This is an optimization exercise on Yosys and OpenROAD, whose aim is small area, not a production implementation. RTL that was checked went through simulation tests only; none was proved equivalent to the original. The RTL of runs 1, 2 and 5 to 7 was laid out without a check of its function. The clock input has no modelled driver; a real chip could not lean on it and would need a root buffer or a full tree. Power figures rest on the tool's default switching activity, not on a simulated workload.

[config.mk]
export PLATFORM = sky130hd
export DESIGN_NAME = EECS3216_Project
export DESIGN_NICKNAME = EECS3216_Project
export VERILOG_FILES = /design/flow/design.v
export SDC_FILE = /design/flow/constraint.sdc
export NUM_CORES = 4
export LEC_CHECK = 0
export CAP_MARGIN = 20
export CORE_MARGIN = 2
export CORE_UTILIZATION = 40
export SLEW_MARGIN = 20
[constraint.sdc]
create_clock -name core_clock -period 10.0 [get_ports {MAX10_CLK1_50}]
set_input_delay 2.0000 -clock core_clock [delete_from_list [all_inputs] [get_ports {MAX10_CLK1_50}]]
set_output_delay 2.0000 -clock core_clock [all_outputs]
set_load 0.01 [all_outputs]
[design.v]
module EECS3216_Project(input MAX10_CLK1_50, input rst, input KEY1, output reg [9:0] LEDR,
								output reg [6:0] HEX0, HEX1, HEX2, HEX3,
								output reg	rdyLight, speedOneLight, speedTwoLight, speedThreeLight);
localparam [2:0] S_RDY = 3'd0, S_ONE = 3'd1, S_TWO = 3'd2, S_THREE = 3'd3;
localparam [2:0] S_LOSE = 3'd4, S_LOSE_SHOWN = 3'd5, S_WIN = 3'd6, S_WIN_SHOWN = 3'd7;
reg [2:0] st;
reg [7:0] counter;      
reg [3:0] lp;           
reg [2:0] gs;           
reg toggle, blink;
reg [1:0] p;
reg sw, led4, led5;
wire over = st[2];
wire first = (p == 2'd3) && (st == S_RDY);
wire is_rdy = (st[1:0] == 2'd0);
wire press = !KEY1 && toggle;
wire hit = (lp == 4'd4);
wire good = press && hit;
reg tick;
always @* begin
	case (st[1:0])
		2'd1: tick = counter >= 8'd198;
		2'd3: tick = counter >= 8'd48;
		default: tick = counter >= 8'd98;
	endcase
end
wire blink_v = blink | (good && st[1:0] != 2'd3);
wire blink_tick = tick && !over && is_rdy && blink_v;
wire sweep_tick = tick && !over && !(is_rdy && blink_v);
wire lp_hi = (lp >= 4'd8);
reg [2:0] nst;
always @* begin
	nst = st;
	case (st)
		S_RDY: if (!blink) begin
			if (gs == 3'd1) nst = S_ONE;
			else if (gs == 3'd2) nst = S_TWO;
			else if (gs == 3'd3) nst = S_THREE;
		end
		S_ONE: if (gs == 3'd0) nst = S_LOSE; else if (gs == 3'd2) nst = S_RDY;
		S_TWO: if (gs == 3'd0) nst = S_LOSE; else if (gs == 3'd3) nst = S_RDY;
		S_THREE: if (gs == 3'd0) nst = S_LOSE; else if (gs == 3'd4) nst = S_WIN;
		S_LOSE: nst = S_LOSE_SHOWN;
		S_WIN: nst = S_WIN_SHOWN;
		default: nst = st;
	endcase
end
always @(posedge MAX10_CLK1_50) begin
	if (rst) begin
		st <= S_RDY;
		counter <= 0;
		lp <= 0;
		gs <= 3'd1;
		toggle <= 1;
		blink <= 1;
		sw <= 0;
		led4 <= 0;
		led5 <= 0;
		p <= 2'd3;
	end else begin
		st <= nst;
		counter <= tick ? 8'd0 : counter + 8'd1;
		if (KEY1) toggle <= 1;
		if (press) begin
			toggle <= 0;
			if (!hit) gs <= 3'd0;
			else if (gs != 3'd4) gs <= gs + 3'd1;
		end
		if (!over) p <= st[1:0];
		if (blink_tick) begin
			if (!lp_hi) begin
				led5 <= !led5;
				sw <= 0;
				lp <= lp + 4'd1;
			end else begin
				led5 <= 0;
				lp <= 4'd9;
			end
		end else if (sweep_tick) begin
			sw <= 1;
			if (lp == 4'd4) led4 <= 1;
			if (lp == 4'd3) led4 <= 0;
			if (lp == 4'd5) led5 <= 1;
			if (lp == 4'd4) led5 <= 0;
			lp <= (lp == 4'd0) ? 4'd9 : lp - 4'd1;
		end else if (good && !over) begin
			lp <= 4'd0;
			sw <= 0;
		end
		blink <= blink_v && !(blink_tick && lp_hi);
	end
end
integer i;
always @* begin
	for (i = 0; i < 10; i = i + 1)
		LEDR[i] = sw && lp == (i + 9) % 10;
	LEDR[4] = led4;
	LEDR[5] = led5;
	rdyLight = p != 2'd0 && !first;
	speedOneLight = p != 2'd1 && !first;
	speedTwoLight = p != 2'd2 && !first;
	speedThreeLight = p != 2'd3;
	HEX3 = 7'b1111111; HEX2 = 7'b1111111; HEX1 = 7'b1111111; HEX0 = 7'b1111111;
	if (st == S_LOSE_SHOWN) begin
		HEX3 = 7'b1000111; HEX2 = 7'b1000000; HEX1 = 7'b0010010; HEX0 = 7'b0000110;
	end else if (st == S_WIN_SHOWN) begin
		HEX2 = 7'b0010001; HEX1 = 7'b0001000; HEX0 = 7'b0010001;
	end
end
endmodule
[flow/run.sh]
#!/bin/bash
# Own layout flow: the standard flow, with these changes.
#  1. After the standard synthesis, the combinational logic is re-mapped for area with
#     ABC (flow/resynth.sh, script flow/area.abc, four random seeds, smallest kept). Every
#     flip-flop instance is kept as the standard synthesis made it (same names, same cells).
#     The re-mapped netlist is proved equivalent to the standard one (flow/eqcheck.sh),
#     else the standard one is used.
#  2. Ports are buffered with sky130_fd_sc_hd__buf_1 instead of the default buffer.
#  3. The clock tree is built from clkbuf_8 without dummy loads; its root buffer, which
#     drives only the leaf buffers, is then made a clkbuf_1 (flow/post_cts.tcl).
# Each tool's output goes to its own log file in this folder.
set -euo pipefail
export BUFFER_PORTS_ARGS="-buffer_cell sky130_fd_sc_hd__buf_1"
export CTS_ARGS="-sink_clustering_enable -repair_clock_nets -dont_use_dummy_load -buf_list sky130_fd_sc_hd__clkbuf_8"
export POST_CTS_TCL="$PWD/flow/post_cts.tcl"
YOSYS=yosys
if ! command -v yosys >/dev/null 2>&1; then YOSYS="$FLOW_HOME/../tools/install/yosys/bin/yosys"; fi
export YOSYS
R=orfs/results/${FLOW_PLATFORM:-sky130hd}/EECS3216_Project/base
bash standard.sh synth > synth_make.log 2>&1
cp $R/1_2_yosys.v std_synth.v
for s in 1 2 3 4; do
  sed "s/&deepsyn -T 20/&deepsyn -T 20 -S $s/" flow/area.abc > area_s$s.abc
  ( bash flow/resynth.sh std_synth.v resynth_s$s.v "$PWD/area_s$s.abc" > resynth_s$s.log 2>&1 &&
    bash flow/eqcheck.sh std_synth.v resynth_s$s.v > eqcheck_s$s.log 2>&1 ) || true &
done
wait
best=""; best_area=""
for s in 1 2 3 4; do
  if grep -q EQUIV_OK eqcheck_s$s.log 2>/dev/null; then
    a=$(grep "Chip area" resynth_s$s.log | tail -1 | awk '{print $NF}')
    if [[ -z "$best" ]] || awk "BEGIN{exit !($a < $best_area)}"; then best=$s; best_area=$a; fi
  fi
done
if [[ -n "$best" ]]; then
  cp resynth_s$best.v $R/1_2_yosys.v
  echo "using re-mapped netlist from seed $best, area $best_area" > netlist_choice.log
else
  echo "using standard netlist" > netlist_choice.log
fi
touch $R/1_2_yosys.v
bash standard.sh > finish_make.log 2>&1
[flow/area.abc]
strash; &get -n; &deepsyn -T 20; &put; dch -f; amap; topo
[flow/eqcheck.sh]
#!/bin/bash
# eqcheck.sh A.v B.v : prove two mapped netlists equivalent (flops paired by name)
LIB=/OpenROAD-flow-scripts/flow/platforms/sky130hd/lib/sky130_fd_sc_hd__tt_025C_1v80.lib
T=$(mktemp -d "$PWD/tmp.XXXXXX")
cat > $T/e.ys <<EOT
read_liberty -ignore_miss_func $LIB
read_verilog $1
rename EECS3216_Project gold
read_verilog $2
rename EECS3216_Project gate
flatten
rename -hide w:_*
opt_clean -purge
async2sync
equiv_make gold gate eq
hierarchy -top eq
equiv_simple -seq 1
equiv_induct
equiv_status -assert
EOT
"${YOSYS:-yosys}" -q -s $T/e.ys && echo EQUIV_OK
[flow/post_cts.tcl]
# After clock tree synthesis: the root clock buffer drives only the leaf clock buffers,
# so the smallest clock buffer is enough for it.
set clk_net [get_nets -of_objects [get_ports MAX10_CLK1_50]]
foreach pin [get_pins -of_objects $clk_net] {
  set inst [get_cells -of_objects $pin]
  if { $inst == "" } { continue }
  set ref [get_property $inst ref_name]
  if { ![string match sky130_fd_sc_hd__clkbuf_* $ref] } { continue }
  set only_bufs 1
  foreach opin [get_pins -of_objects $inst -filter "direction == output"] {
    foreach load [get_pins -of_objects [get_nets -of_objects $opin] -filter "direction == input"] {
      set lref [get_property [get_cells -of_objects $load] ref_name]
      if { ![string match sky130_fd_sc_hd__clkbuf_* $lref] } { set only_bufs 0 }
    }
  }
  if { $only_bufs } {
    puts "post_cts: resizing root clock buffer [get_full_name $inst] from $ref to sky130_fd_sc_hd__clkbuf_1"
    replace_cell $inst sky130_fd_sc_hd__clkbuf_1
  }
}
detailed_placement
check_placement -verbose
[flow/resynth.sh]
#!/bin/bash
# resynth.sh IN.v OUT.v ABCSCRIPT : re-map the combinational logic of a mapped netlist for area,
# keeping every flip-flop instance (name and cell) as it is.
set -euo pipefail
IN=$1; OUT=$2; SCRIPT=$3
LIB=${LIB:-/OpenROAD-flow-scripts/flow/platforms/sky130hd/lib/sky130_fd_sc_hd__tt_025C_1v80.lib}
DU=""
for c in probe_p_8 probec_p_8 lpflow_bleeder_1 lpflow_clkbufkapwr_1 lpflow_clkbufkapwr_16 lpflow_clkbufkapwr_2 lpflow_clkbufkapwr_4 lpflow_clkbufkapwr_8 lpflow_clkinvkapwr_1 lpflow_clkinvkapwr_16 lpflow_clkinvkapwr_2 lpflow_clkinvkapwr_4 lpflow_clkinvkapwr_8 lpflow_inputiso0n_1 lpflow_inputiso0p_1 lpflow_inputiso1n_1 lpflow_inputiso1p_1 lpflow_isobufsrc_1 lpflow_isobufsrc_16 lpflow_isobufsrc_2 lpflow_isobufsrc_4 lpflow_isobufsrc_8 lpflow_isobufsrckapwr_16; do DU="$DU -dont_use sky130_fd_sc_hd__$c"; done
SEQ=$(grep -o "sky130_fd_sc_hd__[a-z0-9_]*" $IN | sort -u | grep -E "__(s?e?df|dl|sdl)" | tr '\n' ' ')
T=$(mktemp -d "$PWD/tmp.XXXXXX")
cat > $T/r.ys <<EOT
read_liberty -ignore_miss_func $LIB
read_verilog $IN
hierarchy -top EECS3216_Project
setattr -mod -set keep_hierarchy 1 $SEQ
flatten
opt -purge
abc -script $SCRIPT -liberty $LIB $DU
opt_clean -purge
splitnets
opt_clean -purge
hilomap -singleton -hicell sky130_fd_sc_hd__conb_1 HI -locell sky130_fd_sc_hd__conb_1 LO
insbuf -buf sky130_fd_sc_hd__buf_1 A X
opt_clean -purge
select EECS3216_Project
stat -liberty $LIB
write_verilog -selected -noattr -nohex -nodec $OUT
EOT
"${YOSYS:-yosys}" -s $T/r.ys
rm -rf $T
[standard.sh]
#!/bin/bash
# synth_recipe.tcl (not shown) runs the flow's synth.tcl, then flattens the netlist and writes it again
# the make line also repeats each setting of config.mk as NAME=value (left out here)
make -C /OpenROAD-flow-scripts/flow DESIGN_CONFIG=/design/flow/config.mk WORK_HOME=/design/flow/orfs CLKGATE_MAP_FILE= SYNTH_SCRIPT=/design/flow/synth_recipe.tcl "${@:-finish}"
==> implementation parameters, run 1 <==
Parameter                              Value

Synthesis
  Number of standard cells after synthesis ... roughly 190
  Cell Area, Synth ... ~0.0013 mm2
  Total number of yosys warnings ... 1
  Post-synthesis average cell area ... 6.61 um2

Placed design
  Minimum setup slack after placement ... around 6000 ps
  IO Port Bufs ... 40
  Routability Congestion ... between 0.8 and 0.9
  # placed instances ... 253
  Detailed placement HPWL ... roughly 2.3 mm

Status
  Failed at ... clock tree synthesis (4_1_cts)
  First error ... [ERROR STA-0100] unsupported object type Port.
  Result of the run ... did not finish

Floorplanning
  Width of the chip ... between 60 and 70 um
  I/O pin count ... 45
  Count of standard-cell rows ... 20
  Chip height ... ~60 um
  Starting density of the core ... 0.418
-- power groups by stage --
stage               registers [uW]  logic [uW]  clock network (uW)
floorplan                      106        7.58                   0
global placement               106        9.62                   0
detailed placement             106        9.85                   0
-- worst min-delay path by stage --
stage                       to  cells past startpoint
floorplan           counter[0]                      1
detailed placement  counter[0]                      1
global placement    counter[0]                      1
-- stage by stage --
step	hold slack, ps	util	total power (uW)	cell area, um2
detailed placement	425	0.455	116	1390
global placement	417	0.455	116	1390
floorplan	410	-	113	1290
==> run 2, diff against run 1 <==
--- a/flow/post_cts.tcl
+++ b/flow/post_cts.tcl
@@ -1,6 +1,6 @@
 # After clock tree synthesis: the root clock buffer drives only the leaf clock buffers,
 # so the smallest clock buffer is enough for it.
-set clk_net [get_nets -of_objects [get_ports MAX10_CLK1_50]]
+set clk_net [get_nets MAX10_CLK1_50]
 foreach pin [get_pins -of_objects $clk_net] {
   set inst [get_cells -of_objects $pin]
   if { $inst == "" } { continue }
==> run 2 against run 1 <==
Net effect: area after synthesis is the same; synthesized cell count unchanged; the run now finishes clean.
==> implementation parameters, run 2 <==
Parameter                              Value

Status
  Result of the run ... complete, no violations

Global routing
  Tot GR Track Use ... 0.169
  Most used routing layer in global routing ... met2
  Overflow left after global routing ... 0
  Number of global-route vias before repair ... 1106
  Pin count of the biggest net entering global routing ... 15
  Met2 Track Usage GR ... 0.281
  GRT met3 Usage ... 0.0256
  Number of antenna violations at the first check in global routing ... 0
  Met1 track utilization from global routing ... 0.223
  First-pass GRT wire length ... roughly 4.7 mm

Hold path
  Startpoint of the tightest hold check path ... counter[0]
  Class of the tightest hold or removal check ... flop to flop
  Worst Hold Path EP ... counter[0]
  Count of cells along the worst hold path ... 1

Floorplanning
  I/O pin count ... 45
  Die area ... around 0.0037 mm2
  Width of the chip ... around 60 um
  Placeable core region ... 0.00305 mm2
  Chip height ... 60.5 um
  Count of standard-cell rows ... 20
  Starting density of the core ... 0.418

Clocking
  Number of clock sinks seen by CTS ... 25
  CTS tree ... yes
  Post-CTS clock slew at the launch and capture registers of the worst setup and hold paths ... approximately 80 ps
  Clk Latency, worst-skew pair ... 340 ps

Pwr
  Net Sw Power ... approximately 38 uW
  Sequential Power Share ... 0.637
  Switching portion of total power ... 0.235
  Leakage ... 0.000463 uW
  Clock power share ... 0.302
  Combinational cell fraction of total power ... 0.060
  Power density over cell area ... between 100 and 150 mW/mm2
  Worst voltage drop across the vdd grid ... just over 0.05 mV
  Design internal power ... between 100 and 150 uW

STA
  Post-layout worst setup margin ... between 6000 and 7000 ps
  Clock Skew ... approximately 8 ps
  Setup repair after global routing missed its margin ... false
  Post-layout min period ... about 3700 ps
  Final slew viol count ... 0
  Post-route clock period utilization ... 0.374
  Max Clock Freq ... 268 MHz
  Fin. Hold Viols ... 0
  Setup Total Neg Slack ... 0 ps
  Setup-violating endpoint count in the final report ... 0
  Hold WS ... around 440 ps

Routing
  Detail Route Antenna Nets ... 0
  Number of iterations in the first detailed-routing pass ... 4
  Routed via count divided by cell count ... about 5
  Drt drc ... 0
  First-iteration detailed-routing DRC count ... between 40 and 50
  Vias after detailed routing ... 1280
  Total Routed Length ... about 2.8 mm
  Post-detailed-route wirelength per cell ... between 10 and 15 um

Layout
  Flip-flop count of the largest register after layout ... 8
  Leading cell type in the layout, fill and taps excluded ... nor2_1
  Number of non-filler instances in the completed layout ... roughly 260
  Register with the most flip-flops ... counter
  Antenna diode count ... 0
  Top library cells by usage in the layout, fill and taps aside ... nor2_1 (43), buf_1 (40), dfxtp_1 (25)
  Summed area of non-filler cells in the final layout ... 0.00142 mm2
  Synth-to-layout area growth ... 11.5%
  Final layout net count ... about 220
  Largest registers ... counter x8, lp x4
  Proportion of layout cells with a drive suffix above 1 ... 0.00943

Critical path
  Crit path arrival time ... about 4000 ps
  Cell depth of the worst flop-to-flop path ... 19
  Element type at the critical path start ... primary input
  Crit Path Max Fanout ... 4
  Launching point of the worst reg2reg path ... st[1]
  Crit Path Category ... primary input to flop
  Reg2reg setup slack ... approximately 6600 ps
  Worst reg2reg path endpoint ... lp[3]
  CP required ... slightly above 10000 ps
  Worst setup EP type ... flop

Synthesis
  Number of standard cells after synthesis ... 193
  Post-synthesis average cell area ... ~6.6 um2
  Total number of yosys warnings ... 1
  Cell Area, Synth ... 0.00127 mm2

Placed design
  IO Port Bufs ... 40
  Routability Congestion ... 0.877
  # placed instances ... around 250
  Minimum setup slack after placement ... just under 6000 ps
  Total cell area at the placement stage ... approximately 0.0014 mm2
  Detailed placement HPWL ... 2.26 mm

Job
  Max-capacitance violation count ... 0
## run 2: power by group through the flow
stage	registers (uW)	logic [uW]	clock network [uW]
floorplan	106	7.58	0
global placement	106	9.62	0
detailed placement	106	9.85	0
global route	104	11.4	53.5
finish	104	9.82	49.2
## run 2: critical path, stage by stage
cell and delay [ps]:
buf_1 70, nand2b_1 150, nor2_1 210, o21ai_0 180, nor2_1 220, clkinv_1 130, nor2_1 150, clkinv_1 100
nand2_1 130, a21oi_1 50, o21ai_0 100, a31oi_1 80, nor2_1 150, nor2_1 60, a311oi_1 190
## run 2: metal layers
layer  share of wire  vias up
met5               0        -
met4           0.014        0
met3           0.060        5
met2            0.44       50
met1            0.49      561
li1                -      664
## run 2: stage by stage
step            util  power [uW]
2_1_floorplan      -         113
3_3_place_gp   0.455         116
3_5_place_dp   0.455         116
5_1_grt        0.466         169
6_report       0.466         163
## run 2: how the worst max path moves through the flow
stage / startpoint / end / slack (ps) / cells after the start
2_1_floorplan: KEY1 / lp[3] / 6340 / 14
3_3_place_gp: KEY1 / lp[3] / 6050 / 15
3_5_place_dp: KEY1 / lp[3] / 5950 / 15
5_1_grt: KEY1 / lp[3] / 5970 / 15
6_report: KEY1 / lp[3] / 6260 / 15
## run 2: layout make-up
class	instances	area, um2
Fill cell	337	1630
Multi-Input combinational cell	123	606
Timing Repair Buffer	40	150
Tap cell	44	55.1
Inverter	21	78.8
Clock buffer	3	31.3
Sequential cell	25	500
==> run 3, diff against run 2 <==
--- a/design.v
+++ b/design.v
@@ -5,7 +5,21 @@
 localparam [2:0] S_LOSE = 3'd4, S_LOSE_SHOWN = 3'd5, S_WIN = 3'd6, S_WIN_SHOWN = 3'd7;
 reg [2:0] st;
 reg [7:0] counter;      
-reg [3:0] lp;           
+reg [4:0] lp;
+function automatic is_pos(input [4:0] j, input integer k);
+	case (k)
+		0: is_pos = !j[4] && !j[0];
+		1: is_pos = j[0] && !j[1];
+		2: is_pos = j[1] && !j[2];
+		3: is_pos = j[2] && !j[3];
+		4: is_pos = j[3] && !j[4];
+		5: is_pos = j[4] && j[0];
+		6: is_pos = !j[0] && j[1];
+		7: is_pos = !j[1] && j[2];
+		8: is_pos = !j[2] && j[3];
+		default: is_pos = !j[3] && j[4];
+	endcase
+endfunction
 reg [2:0] gs;           
 reg toggle, blink;
 reg [1:0] p;
@@ -14,7 +28,7 @@
 wire first = (p == 2'd3) && (st == S_RDY);
 wire is_rdy = (st[1:0] == 2'd0);
 wire press = !KEY1 && toggle;
-wire hit = (lp == 4'd4);
+wire hit = is_pos(lp, 4);
 wire good = press && hit;
 reg tick;
 always @* begin
@@ -27,7 +41,7 @@
 wire blink_v = blink | (good && st[1:0] != 2'd3);
 wire blink_tick = tick && !over && is_rdy && blink_v;
 wire sweep_tick = tick && !over && !(is_rdy && blink_v);
-wire lp_hi = (lp >= 4'd8);
+wire lp_hi = lp[4] && !lp[2];    
 reg [2:0] nst;
 always @* begin
 	nst = st;
@@ -49,7 +63,7 @@
 	if (rst) begin
 		st <= S_RDY;
 		counter <= 0;
-		lp <= 0;
+		lp <= 5'b00000;
 		gs <= 3'd1;
 		toggle <= 1;
 		blink <= 1;
@@ -71,20 +85,20 @@
 			if (!lp_hi) begin
 				led5 <= !led5;
 				sw <= 0;
-				lp <= lp + 4'd1;
+				lp <= {lp[3:0], !lp[4]};
 			end else begin
 				led5 <= 0;
-				lp <= 4'd9;
+				lp <= 5'b10000;
 			end
 		end else if (sweep_tick) begin
 			sw <= 1;
-			if (lp == 4'd4) led4 <= 1;
-			if (lp == 4'd3) led4 <= 0;
-			if (lp == 4'd5) led5 <= 1;
-			if (lp == 4'd4) led5 <= 0;
-			lp <= (lp == 4'd0) ? 4'd9 : lp - 4'd1;
+			if (hit) led4 <= 1;
+			if (is_pos(lp, 3)) led4 <= 0;
+			if (is_pos(lp, 5)) led5 <= 1;
+			if (hit) led5 <= 0;
+			lp <= {!lp[0], lp[4:1]};
 		end else if (good && !over) begin
-			lp <= 4'd0;
+			lp <= 5'b00000;
 			sw <= 0;
 		end
 		blink <= blink_v && !(blink_tick && lp_hi);
@@ -93,7 +107,7 @@
 integer i;
 always @* begin
 	for (i = 0; i < 10; i = i + 1)
-		LEDR[i] = sw && lp == (i + 9) % 10;
+		LEDR[i] = sw && is_pos(lp, (i + 9) % 10);
 	LEDR[4] = led4;
 	LEDR[5] = led5;
 	rdyLight = p != 2'd0 && !first;
--- a/flow/post_cts.tcl
+++ b/flow/post_cts.tcl
@@ -1,6 +1,6 @@
 # After clock tree synthesis: the root clock buffer drives only the leaf clock buffers,
 # so the smallest clock buffer is enough for it.
-set clk_net [get_nets MAX10_CLK1_50]
+set clk_net [get_nets -of_objects [get_ports MAX10_CLK1_50]]
 foreach pin [get_pins -of_objects $clk_net] {
   set inst [get_cells -of_objects $pin]
   if { $inst == "" } { continue }
==> run 3 against run 2 <==
Net effect: the run now fails in clock tree synthesis (4_1_cts); synthesized cell count fell by 4.1%; area after synthesis fell by 0.88%.
==> implementation parameters, run 3 <==
Parameter                              Value

Placed design
  Detailed placement HPWL ... around 2.1 mm
  Minimum setup slack after placement ... between 6000 and 7000 ps
  Total cell area at the placement stage ... around 0.0014 mm2
  Routability Congestion ... a little over 0.8
  # placed instances ... roughly 250
  IO Port Bufs ... 40

Floorplanning
  Count of standard-cell rows ... 20
  Width of the chip ... 60.2 um
  I/O pin count ... 45
  Starting density of the core ... 0.417
  Chip height ... roughly 60 um

Status
  Failed at ... clock tree synthesis (4_1_cts)
  First error ... [ERROR STA-0100] unsupported object type Port.
  Result of the run ... did not finish

Synthesis
  Post-synthesis average cell area ... around 7 um2
  Cell Area, Synth ... ~0.0013 mm2
  Total number of yosys warnings ... 1
  Number of standard cells after synthesis ... 185
run 3: worst max-delay path by stage:
stage | startpoint | slack [ps] | endpoint
floorplan | KEY1 | 6730 | lp[4]
global placement | KEY1 | 6410 | lp[4]
detailed placement | KEY1 | 6340 | lp[4]
run 3: metrics by stage:
step           hold slack (ps)  utilization
3_3_place_gp               420        0.455
2_1_floorplan              409            -
3_5_place_dp               428        0.455
run 3: power by group through the flow:
stage | Clock, uW | Sequential (uW) | Combinational (uW)
global placement | 0 | 110 | 10.5
floorplan | 0 | 110 | 8.32
detailed placement | 0 | 110 | 10.7
==> run 4, diff against run 3 <==
--- a/flow/post_cts.tcl
+++ b/flow/post_cts.tcl
@@ -1,6 +1,6 @@
 # After clock tree synthesis: the root clock buffer drives only the leaf clock buffers,
 # so the smallest clock buffer is enough for it.
-set clk_net [get_nets -of_objects [get_ports MAX10_CLK1_50]]
+set clk_net [get_nets MAX10_CLK1_50]
 foreach pin [get_pins -of_objects $clk_net] {
   set inst [get_cells -of_objects $pin]
   if { $inst == "" } { continue }
==> run 4 against run 3 <==
Net effect: the run now finishes clean; area after synthesis stayed put; synthesized cell count is the same.
==> implementation parameters, run 4 <==
Parameter                              Value

Layout
  Proportion of layout cells with a drive suffix above 1 ... 0.00980
  Seq. cell area ... between 500 and 600 um2
  Flip-flop count of the largest register after layout ... 8
  Synth-to-layout area growth ... 11.6%
  Count of fill cells added during filler insertion ... ~330
  Area used by multi-input combinational logic ... 567 um2
  Largest registers ... counter x8, lp x5
  Antenna diode count ... 0
  Final layout net count ... between 200 and 250
  Leading cell type in the layout, fill and taps excluded ... buf_1
  Top library cells by usage in the layout, fill and taps aside ... buf_1 (40), nor2_1 (32), dfxtp_1 (26)
  Register with the most flip-flops ... counter

Critical path
  CP required ... approximately 8000 ps
  Largest stage delay, worst path ... approximately 450 ps
  Worst setup EP type ... output port
  Crit Path Max Fanout ... 6
  Crit path arrival time ... 1560 ps
  Cells along the critical path ... clkinv_1 > nor2_1 > nand2_1 > buf_1
  Largest delay contributor family on the critical path ... flip-flops
  Worst-path cell with the longest stage delay ... dfxtp_1
  Element type at the critical path start ... flop
  Total buffers and inverters traversed by the critical path ... 2
  Crit Path Category ... flop to output port

STA
  Post-layout min period ... between 3000 and 4000 ps
  Setup Total Neg Slack ... 0 ps
  Hold WS ... 439 ps
  Actual slew at the worst max-slew pin ... 741 ps
  Tightest slew margin relative to the limit ... 0.500
  Final slew viol count ... 0
  Setup repair after global routing missed its margin ... false
  Fin. Hold Viols ... 0
  Post-route clock period utilization ... 0.356
  Max Clock Freq ... approximately 280 MHz
  Clock Skew ... approximately 13 ps
  Setup-violating endpoint count in the final report ... 0

Floorplanning
  Starting density of the core ... 0.417
  I/O pin count ... between 40 and 50
  Chip height ... 60.2 um
  Count of standard-cell rows ... 20
  Width of the chip ... 60.2 um
  Placeable core region ... roughly 0.0030 mm2
  Die area ... 0.00362 mm2

Routing
  Routed via count divided by cell count ... a little under 5
  Number of iterations in the first detailed-routing pass ... 4
  Total met2 wirelength after detailed routing ... approximately 1.2 mm
  Drt drc ... 0
  Detail Route Antenna Nets ... 0
  Total Routed Length ... 2.69 mm
  Met3 WL ... approximately 77 um
  Top routing layer in use ... met4
  Detailed-route wire length on metal 1 ... ~1.4 mm
  Vias after detailed routing ... 1212
  First-iteration detailed-routing DRC count ... around 40
  Post-detailed-route wirelength per cell ... 10.9 um

Placed design
  IO Port Bufs ... 40
  Routability Congestion ... about 0.8
  Detailed placement HPWL ... between 2 and 2.5 mm

Global routing
  Pin count of the biggest net entering global routing ... 15
  Number of global-route vias before repair ... ~1100
  First-pass GRT wire length ... between 4 and 5 mm
  Number of antenna violations at the first check in global routing ... 0
  Tot GR Track Use ... 0.161
  Overflow left after global routing ... 0

Pwr
  Leakage ... ~0.00045 uW
  Power density over cell area ... between 100 and 150 mW/mm2
  Worst voltage drop across the vdd grid ... around 0.054 mV

Synthesis
  Post-synthesis average cell area ... 6.83 um2
  Cell Area, Synth ... around 0.0013 mm2
  Number of standard cells after synthesis ... around 190
  Total number of yosys warnings ... 1

Clocking
  Post-CTS clock slew at the launch and capture registers of the worst setup and hold paths ... 90 ps
  CTS tree ... yes
  Clk Latency, worst-skew pair ... between 300 and 400 ps
  Number of clock sinks seen by CTS ... 26

Status
  Result of the run ... complete, no violations

Job
  Max-capacitance violation count ... 0

Hold path
  Class of the tightest hold or removal check ... flop to flop
==> run 4: area by class of cell <==
| cell class | count | area share |
|---|---|---|
| clock buffers | 3 | 0.0222 |
| multi-input cells | 112 | 0.402 |
| repair buffers | 40 | 0.106 |
| well taps | 44 | 0.0390 |
| flip-flops and latches | 26 | 0.369 |
| inverters | 23 | 0.0612 |
==> run 4: final timing paths <==
check	startpoint	endpoint	slack, ps	depth (start not counted)
worst max register to register	st[1]	lp[4]	7660	11
worst max-delay path	st[1]	HEX1[4]	6440	4
worst min-delay path	counter[0]	counter[0]	440	1
worst min register to register	counter[0]	counter[0]	440	1
==> run 4: layer usage <==
layer  track usage  vias up
met3        0.0238        4
met5             0        -
met4        0.0921        0
met2         0.242       20
li1              -      641
met1         0.218      547
==> run 4: report_power, final <==
part	total, uW	internal (uW)	switching, uW	leakage (uW)
combinational	10.7	3.68	7.01	0.000227
clock	50.9	19.7	31.3	0.0000156
sequential	108	106	2.03	0.000212
==> run 4: worst register-to-register path: cells and delay by family, from the launching register on <==
kind | cells | cell delay [ps]
compound gates | 4 | 580
flops | 1 | 450
buf+inv | 2 | 350
simple gates | 5 | 840
==> run 4: stage by stage <==
stage	cells	cell area, um2	total power [uW]	setup slack, ps	util
final	248	1410	169	6440	0.466
after global routing	248	1410	176	6250	0.466
after detailed placement	245	1380	121	6340	0.455
after global placement	245	1380	121	6410	0.455
after floorplan	188	1270	118	6730	-
==> run 5, diff against run 4 <==
--- a/design.v
+++ b/design.v
@@ -30,33 +30,29 @@
 wire press = !KEY1 && toggle;
 wire hit = is_pos(lp, 4);
 wire good = press && hit;
+wire [7:0] c = counter;
 reg tick;
 always @* begin
 	case (st[1:0])
-		2'd1: tick = counter >= 8'd198;
-		2'd3: tick = counter >= 8'd48;
-		default: tick = counter >= 8'd98;
+		2'd1: tick = c[7] & c[6] & c[2] & c[1];
+		2'd3: tick = c[6] | (c[5] & c[4]);
+		default: tick = c[7] | (c[6] & c[5] & (c[4] | c[3] | c[2] | c[1]));
 	endcase
 end
 wire blink_v = blink | (good && st[1:0] != 2'd3);
 wire blink_tick = tick && !over && is_rdy && blink_v;
 wire sweep_tick = tick && !over && !(is_rdy && blink_v);
 wire lp_hi = lp[4] && !lp[2];    
+wire gs_zero = gs == 3'd0;
 reg [2:0] nst;
 always @* begin
 	nst = st;
 	case (st)
-		S_RDY: if (!blink) begin
-			if (gs == 3'd1) nst = S_ONE;
-			else if (gs == 3'd2) nst = S_TWO;
-			else if (gs == 3'd3) nst = S_THREE;
-		end
-		S_ONE: if (gs == 3'd0) nst = S_LOSE; else if (gs == 3'd2) nst = S_RDY;
-		S_TWO: if (gs == 3'd0) nst = S_LOSE; else if (gs == 3'd3) nst = S_RDY;
-		S_THREE: if (gs == 3'd0) nst = S_LOSE; else if (gs == 3'd4) nst = S_WIN;
-		S_LOSE: nst = S_LOSE_SHOWN;
-		S_WIN: nst = S_WIN_SHOWN;
-		default: nst = st;
+		S_RDY: if (!blink && (gs[1] | gs[0])) nst = {1'b0, gs[1:0]};
+		S_ONE: if (gs_zero) nst = S_LOSE; else if (gs[1]) nst = S_RDY;
+		S_TWO: if (gs_zero) nst = S_LOSE; else if (gs[0]) nst = S_RDY;
+		S_THREE: if (gs_zero) nst = S_LOSE; else if (gs[2]) nst = S_WIN;
+		default: nst = {1'b1, st[1], 1'b1};
 	endcase
 end
 always @(posedge MAX10_CLK1_50) begin
@@ -78,7 +74,7 @@
 		if (press) begin
 			toggle <= 0;
 			if (!hit) gs <= 3'd0;
-			else if (gs != 3'd4) gs <= gs + 3'd1;
+			else gs <= {gs[2] | (gs[1] & gs[0]), gs[1] ^ gs[0], !gs[2] & !gs[0]};    
 		end
 		if (!over) p <= st[1:0];
 		if (blink_tick) begin
==> run 5 against run 4 <==
Net effect: flip-flop and latch count unchanged; die area down 1.8%; maximum frequency up 1.6%; worst setup slack better by 56 ps; clock power down 4%; sequential share of layout area up 1.0 points; clock skew down 8.2 ps; global-route usage down 1.3 points; non-clock buffer count unchanged; critical path type unchanged.
==> implementation parameters, run 5 <==
Parameter                              Value

Status
  Result of the run ... complete, no violations

Synthesis
  Number of standard cells after synthesis ... around 180
  Cell Area, Synth ... about 0.0012 mm2
  Total number of yosys warnings ... 1
  Post-synthesis average cell area ... 6.81 um2

Placed design
  # placed instances ... 231
  Routability Congestion ... a little over 0.8
  IO Port Bufs ... 40
  Total cell area at the placement stage ... ~0.0013 mm2
  Detailed placement HPWL ... around 2 mm

Layout
  Synth-to-layout area growth ... 10.7%
  Proportion of layout cells with a drive suffix above 1 ... 0.00995
  Top library cells by usage in the layout, fill and taps aside ... buf_1 (40), nor2_1 (32), dfxtp_1 (26)
  Largest registers ... counter x8, lp x5
  Number of non-filler instances in the completed layout ... about 230
  Register with the most flip-flops ... counter
  Leading cell type in the layout, fill and taps excluded ... buf_1
  Summed area of non-filler cells in the final layout ... 0.00137 mm2
  Flip-flop count of the largest register after layout ... 8
  Final layout net count ... slightly above 200
  Antenna diode count ... 0

Clocking
  Post-CTS clock slew at the launch and capture registers of the worst setup and hold paths ... 80 ps
  CTS tree ... yes
  Clk Latency, worst-skew pair ... around 340 ps
  Number of clock sinks seen by CTS ... 26

Floorplanning
  Die area ... between 0.003 and 0.004 mm2
  Starting density of the core ... 0.413
  I/O pin count ... between 40 and 50
  Chip height ... between 50 and 60 um
  Placeable core region ... 0.00300 mm2
  Width of the chip ... just under 60 um
  Count of standard-cell rows ... 20

Global routing
  Pin count of the biggest net entering global routing ... 15
  Number of antenna violations at the first check in global routing ... 0
  Tot GR Track Use ... 0.148
  First-pass GRT wire length ... 4.07 mm
  Overflow left after global routing ... 0
  Number of global-route vias before repair ... between 900 and 1000

Routing
  Top routing layer in use ... met4
  Detail Route Antenna Nets ... 0
  Drt drc ... 0
  Post-detailed-route wirelength per cell ... around 11 um
  Met3 WL ... between 100 and 150 um
  Routed via count divided by cell count ... approximately 5
  Total met2 wirelength after detailed routing ... 1.16 mm
  Vias after detailed routing ... about 1200
  Total Routed Length ... around 2.5 mm
  First-iteration detailed-routing DRC count ... 35
  Detailed-route wire length on metal 1 ... approximately 1.2 mm
  Number of iterations in the first detailed-routing pass ... 4

STA
  Fin. Hold Viols ... 0
  Max Clock Freq ... 285 MHz
  Post-route clock period utilization ... 0.351
  Setup Total Neg Slack ... 0 ps
  Clock Skew ... between 4 and 5 ps
  Post-layout min period ... about 3500 ps
  Final slew viol count ... 0
  Setup repair after global routing missed its margin ... false
  Setup-violating endpoint count in the final report ... 0

Critical path
  Reg2reg setup slack ... 7830 ps
  Most used cell along the critical path ... nor2_1
  Element type at the critical path start ... flop
  Worst-path cell with the longest stage delay ... dfxtp_1
  Critical path launch point ... st[0]
  CP required ... around 8000 ps
  Crit path arrival time ... approximately 1500 ps
  Total buffers and inverters traversed by the critical path ... 2
  Cells along the critical path ... nor2_1 > clkinv_1 > nor2_1 > a32oi_1 > buf_1
  Crit Path Max Fanout ... 5
  Largest stage delay, worst path ... 350 ps
  Worst setup EP type ... output port
  Largest delay contributor family on the critical path ... simple AND/OR/NAND/NOR gates
  Launching point of the worst reg2reg path ... counter[1]
  Crit Path Category ... flop to output port

Job
  Max-capacitance violation count ... 0

Hold path
  Startpoint of the tightest hold check path ... counter[0]
  Class of the tightest hold or removal check ... flop to flop

Pwr
  Worst voltage drop across the vdd grid ... between 0.08 and 0.09 mV
  Power density over cell area ... between 100 and 150 mW/mm2
  Leakage ... between 0.0004 and 0.0005 uW
[run 5: final cells by class]
cell class	instances	area, um2
Fill cell	320	1630
Multi-Input combinational cell	108	538
Sequential cell	26	520
Timing Repair Buffer	40	150
Inverter	24	90.1
Tap cell	33	41.3
Clock buffer	3	31.3
[run 5: metrics by stage]
| step | hold WS (ps) | setup WS [ps] | utilization | power (uW) |
|---|---|---|---|---|
| 2_1_floorplan | 418 | 6670 | - | 117 |
| 3_3_place_gp | 436 | 6310 | 0.446 | 119 |
| 3_5_place_dp | 441 | 6320 | 0.446 | 120 |
| 5_1_grt | 483 | 6340 | 0.457 | 176 |
| 6_report | 450 | 6490 | 0.457 | 166 |
[run 5: routing by layer]
layer,GRT usage,vias up
li1,-,623
met1,0.192,520
met2,0.239,31
met3,0.0260,4
met4,0.0667,0
met5,0,-
[run 5: final timing paths]
path                      to  depth (start not counted)
hold / removal    counter[0]                          1
setup / recovery    rdyLight                          5
setup reg to reg        led5                         10
hold reg to reg   counter[0]                          1
[run 5: power breakdown]
part | total (uW) | switching [uW] | internal, uW
registers | 108 | 1.97 | 106
clock network | 49.0 | 29.4 | 19.6
logic | 9.57 | 6.42 | 3.15
==> run 6, diff against run 5 <==
--- a/design.v
+++ b/design.v
@@ -39,7 +39,7 @@
 		default: tick = c[7] | (c[6] & c[5] & (c[4] | c[3] | c[2] | c[1]));
 	endcase
 end
-wire blink_v = blink | (good && st[1:0] != 2'd3);
+wire blink_v = blink | good;
 wire blink_tick = tick && !over && is_rdy && blink_v;
 wire sweep_tick = tick && !over && !(is_rdy && blink_v);
 wire lp_hi = lp[4] && !lp[2];    
==> run 6 against run 5 <==
Net effect: worst setup slack got worse by 4.0 ps; via count is 0.51% lower; non-clock buffer count unchanged; wire length grew 6.1%; final cell count decreased by 2.1%; critical path type unchanged; first-iteration DRC count shrank 14%; clock-buffer cell count stayed put; combinational power is 2% higher; design area down 0.27%; clock skew decreased by 2.3 ps; utilization shrank 0.12 points; sequential share of layout area increased by 0.10 points.
==> implementation parameters, run 6 <==
Parameter                              Value

Floorplanning
  I/O pin count ... 45
  Chip height ... 59.6 um
  Die area ... 0.00355 mm2
  Starting density of the core ... 0.411
  Placeable core region ... around 0.0030 mm2
  Count of standard-cell rows ... 20
  Width of the chip ... between 50 and 60 um

Global routing
  Pin count of the biggest net entering global routing ... 14
  Tot GR Track Use ... 0.152
  Overflow left after global routing ... 0
  Number of global-route vias before repair ... 946
  Number of antenna violations at the first check in global routing ... 0
  First-pass GRT wire length ... around 4.2 mm

Status
  Result of the run ... complete, no violations

Layout
  Leading cell type in the layout, fill and taps excluded ... buf_1
  Proportion of layout cells with a drive suffix above 1 ... 0.0102
  Utilization after layout ... 0.455
  Final layout net count ... between 200 and 250
  Antenna diode count ... 0
  Summed area of non-filler cells in the final layout ... ~0.0014 mm2
  Flip-flop count of the largest register after layout ... 8
  Synth-to-layout area growth ... 10.7%
  Number of non-filler instances in the completed layout ... about 230
  Register with the most flip-flops ... counter
  Top library cells by usage in the layout, fill and taps aside ... buf_1 (40), nor2_1 (28), dfxtp_1 (26)
  Largest registers ... counter x8, lp x5

Synthesis
  Total number of yosys warnings ... 1
  Number of standard cells after synthesis ... between 150 and 200
  Cell Area, Synth ... 0.00123 mm2
  Post-synthesis average cell area ... approximately 7 um2

STA
  Clock Skew ... around 2.2 ps
  Post-route clock period utilization ... 0.351
  Fin. Hold Viols ... 0
  Setup-violating endpoint count in the final report ... 0
  Setup repair after global routing missed its margin ... false
  Max Clock Freq ... between 200 and 300 MHz
  Tightest slew margin relative to the limit ... 0.661
  Setup Total Neg Slack ... 0 ps
  Actual slew at the worst max-slew pin ... about 510 ps
  Post-layout min period ... 3510 ps
  Final slew viol count ... 0

Critical path
  Launching point of the worst reg2reg path ... counter[1]
  Worst reg2reg path endpoint ... led5
  Worst setup EP type ... output port
  Reg2reg setup slack ... ~7600 ps
  Element type at the critical path start ... flop
  Critical path launch point ... st[0]
  CP required ... approximately 8000 ps
  Cell depth of the worst flop-to-flop path ... 7
  Crit Path Max Fanout ... 9
  Crit Path Category ... flop to output port
  Capture point of the critical path ... rdyLight
  Crit path arrival time ... roughly 1500 ps

Pwr
  Sum of internal, switching and leakage power ... roughly 170 uW
  Power density over cell area ... roughly 120 mW/mm2
  Leakage ... 0.000443 uW
  Worst voltage drop across the vdd grid ... 0.0720 mV

Routing
  Total Routed Length ... about 2.6 mm
  Drt drc ... 0
  Post-detailed-route wirelength per cell ... 11.5 um
  Vias after detailed routing ... 1172
  Number of iterations in the first detailed-routing pass ... 4
  Routed via count divided by cell count ... between 5 and 6
  Detail Route Antenna Nets ... 0
  First-iteration detailed-routing DRC count ... 30

Job
  Max-capacitance violation count ... 0

Placed design
  # placed instances ... between 200 and 250
  IO Port Bufs ... 40
  Routability Congestion ... between 0.8 and 0.9
  Detailed placement HPWL ... 2.00 mm
  Total cell area at the placement stage ... between 0.001 and 0.0015 mm2

Clocking
  Number of clock sinks seen by CTS ... 26
  CTS tree ... yes
  Clk Latency, worst-skew pair ... approximately 360 ps
  Post-CTS clock slew at the launch and capture registers of the worst setup and hold paths ... roughly 80 ps

Hold path
  Class of the tightest hold or removal check ... flop to flop
  Startpoint of the tightest hold check path ... counter[0]
run 6: where the power goes:
group | leakage [uW] | switching, uW | total [uW] | internal, uW
sequential | 0.000212 | 1.54 | 107 | 106
clock | 0.0000156 | 31.1 | 50.7 | 19.6
combinational | 0.000216 | 6.74 | 9.75 | 3.01
run 6: area by class of cell:
class	instances	area, um2
clock buffers	3	31.3
fillers	322	1640
inverters	21	78.8
multi-input cells	106	546
flip-flops and latches	26	520
well taps	33	41.3
repair buffers	40	150
run 6: critical path: stages (launching register included):
cell	delay (ps)
dfxtp_1	400
nor2_1	170
clkinv_1	130
nor2_1	190
a32oi_1	130
buf_1	140
run 6: how the worst min path moves through the flow:
stage                       endpoint  slack (ps)  cells after the start
final                     counter[0]         450                      1
after global routing      counter[0]         460                      1
after detailed placement  counter[0]         430                      1
after global placement    counter[0]         430                      1
after floorplan           counter[0]         410                      1
run 6: stage by stage:
stage          hold WS (ps)  worst slack [ps]
6_report                449              6490
5_1_grt                 464              6380
3_5_place_dp            431              6210
3_3_place_gp            425              6270
2_1_floorplan           409              6450
run 6: routing by layer:
metal	global-route usage	vias up	part of all wire
met1	0.217	525	0.48
met4	0.0381	0	0.0083
met3	0.0262	5	0.047
li1	-	607	-
met2	0.237	35	0.47
met5	0	-	0
==> run 7, diff against run 6 <==
==> flow/run.sh (replaced) <==
#!/bin/bash
# Own layout flow: the standard flow, with these changes.
#  1. After the standard synthesis, the combinational logic is re-mapped for area with
#     ABC (flow/resynth.sh, script flow/area.abc, eight random seeds, smallest kept). Every
#     flip-flop instance is kept as the standard synthesis made it (same names, same cells).
#     The re-mapped netlist is proved equivalent to the standard one (flow/eqcheck.sh),
#     else the standard one is used.
#  2. Ports are buffered with sky130_fd_sc_hd__buf_1 instead of the default buffer.
#  3. The clock tree is built without dummy loads, then (flow/post_cts.tcl) replaced by a
#     single clkbuf_16, fed from the clock port, driving every register.
# Each tool's output goes to its own log file in this folder.
set -euo pipefail
export BUFFER_PORTS_ARGS="-buffer_cell sky130_fd_sc_hd__buf_1"
export CTS_ARGS="-sink_clustering_enable -repair_clock_nets -dont_use_dummy_load -buf_list sky130_fd_sc_hd__clkbuf_8"
export POST_CTS_TCL="$PWD/flow/post_cts.tcl"
YOSYS=yosys
if ! command -v yosys >/dev/null 2>&1; then YOSYS="$FLOW_HOME/../tools/install/yosys/bin/yosys"; fi
export YOSYS
R=orfs/results/${FLOW_PLATFORM:-sky130hd}/EECS3216_Project/base
bash standard.sh synth > synth_make.log 2>&1
cp $R/1_2_yosys.v std_synth.v
SEEDS="1 2 3 4 5 6 7 8"
for wave in "1 2 3 4" "5 6 7 8"; do
  for s in $wave; do
    sed "s/&deepsyn -T 10/&deepsyn -T 10 -S $s/" flow/area.abc > area_s$s.abc
    ( bash flow/resynth.sh std_synth.v resynth_s$s.v "$PWD/area_s$s.abc" > resynth_s$s.log 2>&1 &&
      bash flow/eqcheck.sh std_synth.v resynth_s$s.v > eqcheck_s$s.log 2>&1 ) || true &
  done
  wait
done
best=""; best_area=""
for s in $SEEDS; do
  if grep -q EQUIV_OK eqcheck_s$s.log 2>/dev/null; then
    a=$(grep "Chip area" resynth_s$s.log | tail -1 | awk '{print $NF}')
    if [[ -z "$best" ]] || awk "BEGIN{exit !($a < $best_area)}"; then best=$s; best_area=$a; fi
  fi
done
if [[ -n "$best" ]]; then
  cp resynth_s$best.v $R/1_2_yosys.v
  echo "using re-mapped netlist from seed $best, area $best_area" > netlist_choice.log
else
  echo "using standard netlist" > netlist_choice.log
fi
touch $R/1_2_yosys.v
bash standard.sh > finish_make.log 2>&1
==> flow/area.abc (replaced) <==
strash; &get -n; &deepsyn -T 10; &put; dch -f; amap; topo
==> flow/post_cts.tcl (replaced) <==
# After clock tree synthesis: drive every register from a single clkbuf_16 fed straight
# from the clock port, in place of the small tree (a root buffer feeding leaf buffers)
# that clock_tree_synthesis builds for so few registers.
if { ![info exists ::post_cts_buf] } { set ::post_cts_buf sky130_fd_sc_hd__clkbuf_16 }
set port_net [get_nets MAX10_CLK1_50]
set root ""
foreach pin [get_pins -of_objects $port_net] {
  set inst [get_cells -of_objects $pin]
  if { [string match sky130_fd_sc_hd__clkbuf_* [get_property $inst ref_name]] } { set root $inst }
}
proc out_net { inst } {
  return [get_nets -of_objects [get_pins -of_objects $inst -filter "direction == output"]]
}
if { $root != "" } {
  set leaves {}
  set other 0
  foreach load [get_pins -of_objects [out_net $root] -filter "direction == input"] {
    set li [get_cells -of_objects $load]
    if { [string match sky130_fd_sc_hd__clkbuf_* [get_property $li ref_name]] } {
      lappend leaves $li
    } else { set other 1 }
  }
  if { !$other && [llength $leaves] >= 1 } {
    set keep [lindex $leaves 0]
    set keep_net [out_net $keep]
    foreach li [lrange $leaves 1 end] {
      set n [out_net $li]
      foreach sink [get_pins -of_objects $n -filter "direction == input"] {
        disconnect_pin $n $sink
        connect_pin $keep_net $sink
      }
      set in_pin [get_pins -of_objects $li -filter "direction == input"]
      disconnect_pin [out_net $root] $in_pin
      delete_instance $li
      delete_net $n
    }
    # feed the kept buffer from the port and drop the root buffer
    set keep_in [get_pins -of_objects $keep -filter "direction == input"]
    set root_net [out_net $root]
    disconnect_pin $root_net $keep_in
    delete_instance $root
    delete_net $root_net
    connect_pin $port_net $keep_in
    replace_cell $keep $::post_cts_buf
    # move it to the middle of its registers; detailed_placement legalizes it
    set block [ord::get_db_block]
    set dbkeep [$block findInst [get_full_name $keep]]
    set sx 0; set sy 0; set n 0
    foreach it [[$block findNet [get_full_name $keep_net]] getITerms] {
      set ii [$it getInst]
      if { $ii == $dbkeep } { continue }
      set loc [$ii getLocation]
      incr sx [lindex $loc 0]; incr sy [lindex $loc 1]; incr n
    }
    if { $n > 0 } {
      $dbkeep setLocation [expr {$sx / $n}] [expr {$sy / $n}]
      $dbkeep setPlacementStatus PLACED
    }
    puts "post_cts: registers now driven by [get_full_name $keep] ($::post_cts_buf) from the clock port"
  }
}
detailed_placement
check_placement -verbose
==> run 7 against run 6 <==
Net effect: final cell count up 0.44%; clock power down 13%; combinational power down 7.5%; design area down 1.1%; utilization down 0.12 points; wire length down 6.0%.
==> implementation parameters, run 7 <==
Parameter                              Value

Floorplanning
  Width of the chip ... roughly 59 um
  Die area ... 0.00352 mm2
  Placeable core region ... a little under 0.003 mm2
  Count of standard-cell rows ... 20
  Starting density of the core ... 0.412
  Chip height ... just under 60 um
  I/O pin count ... 45

Pwr
  Combinational cell fraction of total power ... 0.056
  Net Sw Power ... approximately 34 uW
  Power density over cell area ... 119 mW/mm2
  Sequential Power Share ... 0.669
  Switching portion of total power ... 0.210
  Worst voltage drop across the vdd grid ... 0.0487 mV
  Clock power share ... 0.275
  Design internal power ... ~130 uW
  Leakage ... about 0.00044 uW

Placed design
  # placed instances ... 229
  Routability Congestion ... roughly 0.8
  Detailed placement HPWL ... roughly 2 mm
  IO Port Bufs ... 40

STA
  Hold WS ... 443 ps
  Tightest slew margin relative to the limit ... 0.607
  Final slew viol count ... 0
  Setup repair after global routing missed its margin ... false
  Fin. Hold Viols ... 0
  Post-layout min period ... around 3400 ps
  Post-route clock period utilization ... 0.343
  Max Clock Freq ... between 200 and 300 MHz
  Clock Skew ... approximately 2.8 ps
  Setup Total Neg Slack ... 0 ps
  Setup-violating endpoint count in the final report ... 0
  Actual slew at the worst max-slew pin ... between 500 and 600 ps

Layout
  Synth-to-layout area growth ... 10.3%
  Antenna diode count ... 0
  Seq. cell area ... ~520 um2
  Top library cells by usage in the layout, fill and taps aside ... buf_1 (40), nor2_1 (30), dfxtp_1 (26)
  Leading cell type in the layout, fill and taps excluded ... buf_1
  Proportion of layout cells with a drive suffix above 1 ... 0.00508
  Number of non-filler instances in the completed layout ... between 200 and 250
  Largest registers ... counter x8, lp x5
  Utilization after layout ... 0.454
  Register with the most flip-flops ... counter
  Area used by multi-input combinational logic ... ~540 um2
  Flip-flop count of the largest register after layout ... 8
  Count of fill cells added during filler insertion ... around 320
  Final layout net count ... 202

Routing
  Drt drc ... 0
  Post-detailed-route wirelength per cell ... between 10 and 15 um
  Total Routed Length ... 2.48 mm
  Number of iterations in the first detailed-routing pass ... 4
  Detail Route Antenna Nets ... 0
  First-iteration detailed-routing DRC count ... 12
  Routed via count divided by cell count ... just over 5
  Vias after detailed routing ... 1185

Synthesis
  Number of standard cells after synthesis ... 180
  Total number of yosys warnings ... 1
  Cell Area, Synth ... about 0.0012 mm2
  Post-synthesis average cell area ... 6.81 um2

Critical path
  Crit Path Max Fanout ... 5
  CP required ... ~10000 ps
  Crit path arrival time ... between 3000 and 4000 ps
  Worst setup EP type ... flop
  Crit Path Category ... primary input to flop
  Element type at the critical path start ... primary input

Clocking
  Number of clock sinks seen by CTS ... 26
  Clk Latency, worst-skew pair ... about 160 ps
  Post-CTS clock slew at the launch and capture registers of the worst setup and hold paths ... about 100 ps

Global routing
  Pin count of the biggest net entering global routing ... 27
  Tot GR Track Use ... 0.151
  First-pass GRT wire length ... between 4 and 5 mm
  Number of global-route vias before repair ... ~1000
  Overflow left after global routing ... 0
  Number of antenna violations at the first check in global routing ... 0

Hold path
  Class of the tightest hold or removal check ... flop to flop

Status
  Result of the run ... complete, no violations

Job
  Max-capacitance violation count ... 0
==> run 7: cell types whose count changed in the layout (fill, tap and decap cells not counted), sizes merged, moves of 2 or more <==
| cell | change |
|---|---|
| nand3 | -3 |
| or4 | -2 |
| a21oi | +3 |
| o221ai | -2 |
| o21ai | +2 |
| clkbuf | -2 |
| or2 | -3 |
| or3 | -2 |
| nor2 | +2 |
| nand2 | +5 |
| a221oi | +2 |
==> run 7: path summary, 6_finish.rpt <==
kind	startpoint	slack, ps	to	cells past startpoint
hold / removal	counter[0]	440	counter[0]	1
hold reg to reg	counter[0]	440	counter[0]	1
setup / recovery	KEY1	6570	led5	8
setup reg to reg	st[0]	7820	led5	6
==> run 7: power groups by stage <==
stage	sequential (uW)	combinational, uW	clock [uW]
5_1_grt	108	10.2	49.2
2_1_floorplan	110	6.95	0
3_5_place_dp	110	9.11	0
3_3_place_gp	110	8.81	0
6_report	108	9.02	44.2
==> run 7: per-layer routing <==
metal	GRT usage	vias up	part of all wire
met1	0.186	520	0.46
met3	0.0218	2	0.064
met4	0.0519	0	0.0089
met5	0	-	0
met2	0.265	50	0.47
li1	-	613	-
==> run 7: area by class of cell <==
cell class	count	share of cell area
Multi-Input combinational cell	109	0.397
Inverter	21	0.0583
Timing Repair Buffer	40	0.111
Clock buffer	1	0.0185
Tap cell	33	0.0305
Sequential cell	26	0.385
==> run 7: through the flow <==
| step | total power, uW | instance area [um2] | setup WS [ps] |
|---|---|---|---|
| final | 161 | 1350 | 6570 |
| after floorplan | 116 | 1240 | 6720 |
| after global routing | 167 | 1350 | 6290 |
| after detailed placement | 119 | 1330 | 6410 |
| after global placement | 119 | 1330 | 6480 |
==> run 7: critical path, stage by stage <==
cell and delay, ps:
buf_1 70, nand2b_1 130, nor2_1 70, nor2_1 150, nor2_1 80, nor4_1 450, clkinv_1 280, o31ai_1 260
==> run 8, diff against run 7 <==
--- a/design.v
+++ b/design.v
@@ -5,31 +5,32 @@
 localparam [2:0] S_LOSE = 3'd4, S_LOSE_SHOWN = 3'd5, S_WIN = 3'd6, S_WIN_SHOWN = 3'd7;
 reg [2:0] st;
 reg [7:0] counter;      
-reg [4:0] lp;
-function automatic is_pos(input [4:0] j, input integer k);
-	case (k)
-		0: is_pos = !j[4] && !j[0];
-		1: is_pos = j[0] && !j[1];
-		2: is_pos = j[1] && !j[2];
-		3: is_pos = j[2] && !j[3];
-		4: is_pos = j[3] && !j[4];
-		5: is_pos = j[4] && j[0];
-		6: is_pos = !j[0] && j[1];
-		7: is_pos = !j[1] && j[2];
-		8: is_pos = !j[2] && j[3];
-		default: is_pos = !j[3] && j[4];
-	endcase
-endfunction
+reg [3:0] lp;
+localparam [3:0] Z9 = 4'd15;
 reg [2:0] gs;           
 reg toggle, blink;
 reg [1:0] p;
-reg sw, led4, led5;
+reg led4, led5;
 wire over = st[2];
-wire first = (p == 2'd3) && (st == S_RDY);
+wire first = p[1] & p[0] & !st[2] & !st[0];    
 wire is_rdy = (st[1:0] == 2'd0);
 wire press = !KEY1 && toggle;
-wire hit = is_pos(lp, 4);
+wire hit = lp[2] & !lp[1] & !lp[0];        
 wire good = press && hit;
+wire lp_hi = lp[3];                        
+wire at0 = !lp[3] & !lp[2] & !lp[1] & !lp[0];
+wire at1 = !lp[3] & !lp[2] & !lp[1] & lp[0];
+wire at2 = !lp[2] & lp[1] & !lp[0];
+wire at3 = !lp[2] & lp[1] & lp[0];
+wire at5 = lp[2] & !lp[1] & lp[0];
+wire at6 = lp[2] & lp[1] & !lp[0];
+wire at7 = !lp[3] & lp[2] & lp[1] & lp[0];
+wire at8 = lp[3] & !lp[0];
+wire at9 = lp[3] & !lp[1] & lp[0];
+wire [3:0] lp_dn = lp[3] ? {lp[0], !lp[0], !lp[0], !lp[0]}
+                         : {at0, lp[2] & (lp[1] | lp[0]), (lp[1] & lp[0]) | hit, !lp[0]};
+wire [3:0] lp_up = lp[3] ? {1'b1, !lp[0], !lp[0], 1'b1}
+                         : {lp[2] & lp[1] & lp[0], lp[2] ^ (lp[1] & lp[0]), lp[1] ^ lp[0], !lp[0]};
 wire [7:0] c = counter;
 reg tick;
 always @* begin
@@ -42,7 +43,6 @@
 wire blink_v = blink | good;
 wire blink_tick = tick && !over && is_rdy && blink_v;
 wire sweep_tick = tick && !over && !(is_rdy && blink_v);
-wire lp_hi = lp[4] && !lp[2];    
 wire gs_zero = gs == 3'd0;
 reg [2:0] nst;
 always @* begin
@@ -59,11 +59,10 @@
 	if (rst) begin
 		st <= S_RDY;
 		counter <= 0;
-		lp <= 5'b00000;
+		lp <= 0;
 		gs <= 3'd1;
 		toggle <= 1;
 		blink <= 1;
-		sw <= 0;
 		led4 <= 0;
 		led5 <= 0;
 		p <= 2'd3;
@@ -78,34 +77,30 @@
 		end
 		if (!over) p <= st[1:0];
 		if (blink_tick) begin
-			if (!lp_hi) begin
-				led5 <= !led5;
-				sw <= 0;
-				lp <= {lp[3:0], !lp[4]};
-			end else begin
-				led5 <= 0;
-				lp <= 5'b10000;
-			end
+			lp <= lp_up;
+			led5 <= !lp_hi & !led5;
 		end else if (sweep_tick) begin
-			sw <= 1;
 			if (hit) led4 <= 1;
-			if (is_pos(lp, 3)) led4 <= 0;
-			if (is_pos(lp, 5)) led5 <= 1;
+			if (at3) led4 <= 0;
+			if (at5) led5 <= 1;
 			if (hit) led5 <= 0;
-			lp <= {!lp[0], lp[4:1]};
-		end else if (good && !over) begin
-			lp <= 5'b00000;
-			sw <= 0;
-		end
+			lp <= lp_dn;
+		end else if (good && !over)
+			lp <= 4'd0;
 		blink <= blink_v && !(blink_tick && lp_hi);
 	end
 end
-integer i;
 always @* begin
-	for (i = 0; i < 10; i = i + 1)
-		LEDR[i] = sw && is_pos(lp, (i + 9) % 10);
+	LEDR[0] = at9;                         
+	LEDR[1] = !blink && at0;
+	LEDR[2] = !blink && at1;
+	LEDR[3] = !blink && at2;
 	LEDR[4] = led4;
 	LEDR[5] = led5;
+	LEDR[6] = !blink && at5;
+	LEDR[7] = !blink && at6;
+	LEDR[8] = !blink && at7;
+	LEDR[9] = !blink && at8;
 	rdyLight = p != 2'd0 && !first;
 	speedOneLight = p != 2'd1 && !first;
 	speedTwoLight = p != 2'd2 && !first;
==> flow/run.sh (replaced) <==
#!/bin/bash
# Own layout flow: the standard flow, with these changes.
#  1. After the standard synthesis, the combinational logic is re-mapped for area with
#     ABC (flow/resynth.sh, script flow/area.abc, twelve random tries, smallest kept). Every
#     flip-flop instance is kept as the standard synthesis made it (same names, same cells).
#     The re-mapped netlist is proved equivalent to the standard one (flow/eqcheck.sh),
#     else the standard one is used.
#  2. Ports are buffered with sky130_fd_sc_hd__buf_1 instead of the default buffer.
#  3. The clock tree is built without dummy loads, then (flow/post_cts.tcl) replaced by a
#     single clkbuf_16, fed from the clock port, driving every register.
# Each tool's output goes to its own log file in this folder.
set -euo pipefail
export BUFFER_PORTS_ARGS="-buffer_cell sky130_fd_sc_hd__buf_1"
export CTS_ARGS="-sink_clustering_enable -repair_clock_nets -dont_use_dummy_load -buf_list sky130_fd_sc_hd__clkbuf_8"
export POST_CTS_TCL="$PWD/flow/post_cts.tcl"
YOSYS=yosys
if ! command -v yosys >/dev/null 2>&1; then YOSYS="$FLOW_HOME/../tools/install/yosys/bin/yosys"; fi
export YOSYS
R=orfs/results/${FLOW_PLATFORM:-sky130hd}/EECS3216_Project/base
bash standard.sh synth > synth_make.log 2>&1
cp $R/1_2_yosys.v std_synth.v
# twelve tries: seeds 1..8 with "amap -m", seeds 1..4 with "amap"
TRIES="m1 m2 m3 m4 m5 m6 m7 m8 a1 a2 a3 a4"
for wave in "m1 m2 m3 m4" "m5 m6 m7 m8" "a1 a2 a3 a4"; do
  for t in $wave; do
    s=${t:1}
    if [[ ${t:0:1} == m ]]; then m="amap -m"; else m="amap"; fi
    sed -e "s/&deepsyn -T 10/\&deepsyn -T 10 -S $s/" -e "s/amap/$m/" flow/area.abc > area_$t.abc
    ( bash flow/resynth.sh std_synth.v resynth_$t.v "$PWD/area_$t.abc" > resynth_$t.log 2>&1 &&
      bash flow/eqcheck.sh std_synth.v resynth_$t.v > eqcheck_$t.log 2>&1 ) || true &
  done
  wait
done
best=""; best_area=""
for s in $TRIES; do
  if grep -q EQUIV_OK eqcheck_$s.log 2>/dev/null; then
    a=$(grep "Chip area" resynth_$s.log | tail -1 | awk '{print $NF}')
    if [[ -z "$best" ]] || awk "BEGIN{exit !($a < $best_area)}"; then best=$s; best_area=$a; fi
  fi
done
if [[ -n "$best" ]]; then
  cp resynth_$best.v $R/1_2_yosys.v
  echo "using re-mapped netlist from try $best, area $best_area" > netlist_choice.log
else
  echo "using standard netlist" > netlist_choice.log
fi
touch $R/1_2_yosys.v
bash standard.sh > finish_make.log 2>&1
==> run 8 against run 7 <==
Net effect: still clean; register-to-register slack lost 180 ps; sequential share of layout area down 2.6 points; critical path depth decreased by 2; utilization increased by 1.9 points; die area down 0.86%; sequential power fell by 8%; via count rose by 2.4%; clock skew down 1.2 ps; global-route usage up 0.72 points; design area shrank 1.0%; area after synthesis fell by 0.92%; non-clock buffer count did not move; largest power group unchanged.
==> implementation parameters, run 8 <==
Parameter                              Value

Status
  Result of the run ... complete, no violations

Floorplanning
  Count of standard-cell rows ... 19
  Chip height ... a little under 60 um
  Placeable core region ... between 0.002 and 0.003 mm2
  Die area ... around 0.0035 mm2
  Width of the chip ... ~59 um
  Starting density of the core ... 0.429
  I/O pin count ... 45

Routing
  Detail Route Antenna Nets ... 0
  Number of iterations in the first detailed-routing pass ... 4
  Routed via count divided by cell count ... between 5 and 6
  Drt drc ... 0
  First-iteration detailed-routing DRC count ... 52
  Post-detailed-route wirelength per cell ... ~11 um
  Vias after detailed routing ... 1213
  Total Routed Length ... approximately 2.5 mm

Clocking
  Clk Latency, worst-skew pair ... 150 ps
  Post-CTS clock slew at the launch and capture registers of the worst setup and hold paths ... 90 ps
  Number of clock sinks seen by CTS ... 24

Pwr
  Power density over cell area ... ~110 mW/mm2
  Sum of internal, switching and leakage power ... roughly 150 uW
  Switching portion of total power ... 0.210
  Sequential Power Share ... 0.662
  Clock power share ... 0.277
  Leakage ... between 0.0004 and 0.0005 uW
  Worst voltage drop across the vdd grid ... 0.104 mV
  Combinational cell fraction of total power ... 0.062
  Net Sw Power ... between 30 and 40 uW
  Design internal power ... about 120 uW

Layout
  Antenna diode count ... 0
  Flip-flop count of the largest register after layout ... 8
  Leading cell type in the layout, fill and taps excluded ... buf_1
  Register with the most flip-flops ... counter
  Synth-to-layout area growth ... 10.2%
  Proportion of layout cells with a drive suffix above 1 ... 0.00500
  Top library cells by usage in the layout, fill and taps aside ... buf_1 (40), nor2_1 (33), dfxtp_1 (24)
  Largest registers ... counter x8, lp x4
  Final layout net count ... about 210
  Utilization after layout ... 0.473

Critical path
  Worst setup EP type ... flop
  CP required ... between 10000 and 15000 ps
  Crit Path Max Fanout ... 9
  Element type at the critical path start ... primary input
  Crit Path Category ... primary input to flop
  Crit path arrival time ... approximately 3400 ps

Global routing
  Pin count of the biggest net entering global routing ... 25
  First-pass GRT wire length ... between 4 and 5 mm
  Tot GR Track Use ... 0.158
  Overflow left after global routing ... 0
  Number of global-route vias before repair ... between 900 and 1000
  Number of antenna violations at the first check in global routing ... 0

Hold path
  Class of the tightest hold or removal check ... flop to flop

STA
  Setup-violating endpoint count in the final report ... 0
  Setup Total Neg Slack ... 0 ps
  Fin. Hold Viols ... 0
  Post-layout min period ... between 3000 and 4000 ps
  Hold WS ... around 440 ps
  Clock Skew ... around 1.6 ps
  Post-route clock period utilization ... 0.340
  Post-layout worst setup margin ... about 6600 ps
  Setup repair after global routing missed its margin ... false
  Final slew viol count ... 0
  Max Clock Freq ... ~290 MHz

Placed design
  Minimum setup slack after placement ... about 6400 ps
  Routability Congestion ... 0.862
  Detailed placement HPWL ... roughly 2 mm
  IO Port Bufs ... 40

Synthesis
  Post-synthesis average cell area ... between 6 and 7 um2
  Total number of yosys warnings ... 1
  Number of standard cells after synthesis ... ~180
  Cell Area, Synth ... roughly 0.0012 mm2

Job
  Max-capacitance violation count ... 0
[run 8: through the flow]
| stage | cell area, um2 | instances |
|---|---|---|
| 3_5_place_dp | 1310 | 230 |
| 5_1_grt | 1340 | 231 |
| 3_3_place_gp | 1310 | 230 |
| 6_report | 1340 | 231 |
| 2_1_floorplan | 1230 | 186 |
[run 8: critical path, stage by stage]
cell,delay (ps)
buf_1,290
clkinv_1,320
nand4_1,240
o21ai_0,170
o21ai_0,250
o221ai_1,160
[run 8: cell type report]
type / count / area, um2
fill: 296 / 1490
multi-input combinational: 112 / 558
sequential: 24 / 480
timing repair buffer: 40 / 150
inverter: 23 / 86.3
tap: 31 / 38.8
clock buffer: 1 / 25.0
[run 8: power groups by stage]
stage	Sequential, uW	Combinational (uW)	Clock (uW)
after floorplan	101	7.15	0
after detailed placement	102	9.24	0
after global routing	100	10.9	46.5
final	99.7	9.26	41.7
after global placement	102	9.09	0
[run 8: worst paths after layout]
| check | slack, ps | startpoint | cells after the start | endpoint |
|---|---|---|---|---|
| min reg2reg | 440 | counter[0] | 1 | counter[0] |
| min | 440 | counter[0] | 1 | counter[0] |
| max | 6600 | rst | 6 | lp[1] |
| max reg2reg | 7640 | st[0] | 10 | lp[1] |
[run 8: layer usage]
layer  vias to the layer above  routed length [um]  GRT usage
met3                         2                 136     0.0131
met5                         -                   0          0
met4                         0                  31     0.0519
li1                        625                   -          -
met1                       529                1280      0.227
met2                        57                1080      0.249

port drivers added, routing unchanged:
No port has a modelled driver above. Below, the same layouts with a new extraction and two added sets of constraints. Step 1: set_driving_cell puts a clkbuf_16 on MAX10_CLK1_50 and a buf_2 on each other input, an assumption about the parent block. Step 2 adds t to the input delays and takes it off the output delays; t is the mean of the earliest and latest rising clock arrival at the registers after step 1. Input paths then give back, and output paths get back, about the clock's delay inside the block. a / b / c = no drivers / after step 1 / after step 2; a / b = the first two.
run | t (ns) | slack for setup (ns) | hold WS [ns] | clock arrival spread, ns | worst register clock-pin slew, ns
run 2 | 0.358 | 6.264 / 6.266 / 5.908 | 0.435 / 0.435 / 0.435 | 0.008 / 0.008 | 0.09 / 0.09
run 4 | 0.349 | 6.438 / 6.418 / 6.327 | 0.439 / 0.439 / 0.439 | 0.013 / 0.012 | 0.09 / 0.09
run 5 | 0.359 | 6.494 / 6.473 / 6.322 | 0.450 / 0.450 / 0.450 | 0.005 / 0.005 | 0.08 / 0.08
run 6 | 0.376 | 6.490 / 6.469 / 6.132 | 0.449 / 0.449 / 0.449 | 0.003 / 0.002 | 0.08 / 0.08
run 7 | 0.186 | 6.574 / 6.580 / 6.393 | 0.443 / 0.443 / 0.443 | 0.003 / 0.003 | 0.10 / 0.10
run 8 | 0.180 | 6.600 / 6.604 / 6.424 | 0.442 / 0.442 / 0.442 | 0.002 / 0.002 | 0.09 / 0.09
After both steps setup and hold are still met in every run listed. The setup slack of run 6, which loses most, moves by -0.021 ns with the drivers and by -0.358 ns with both steps.
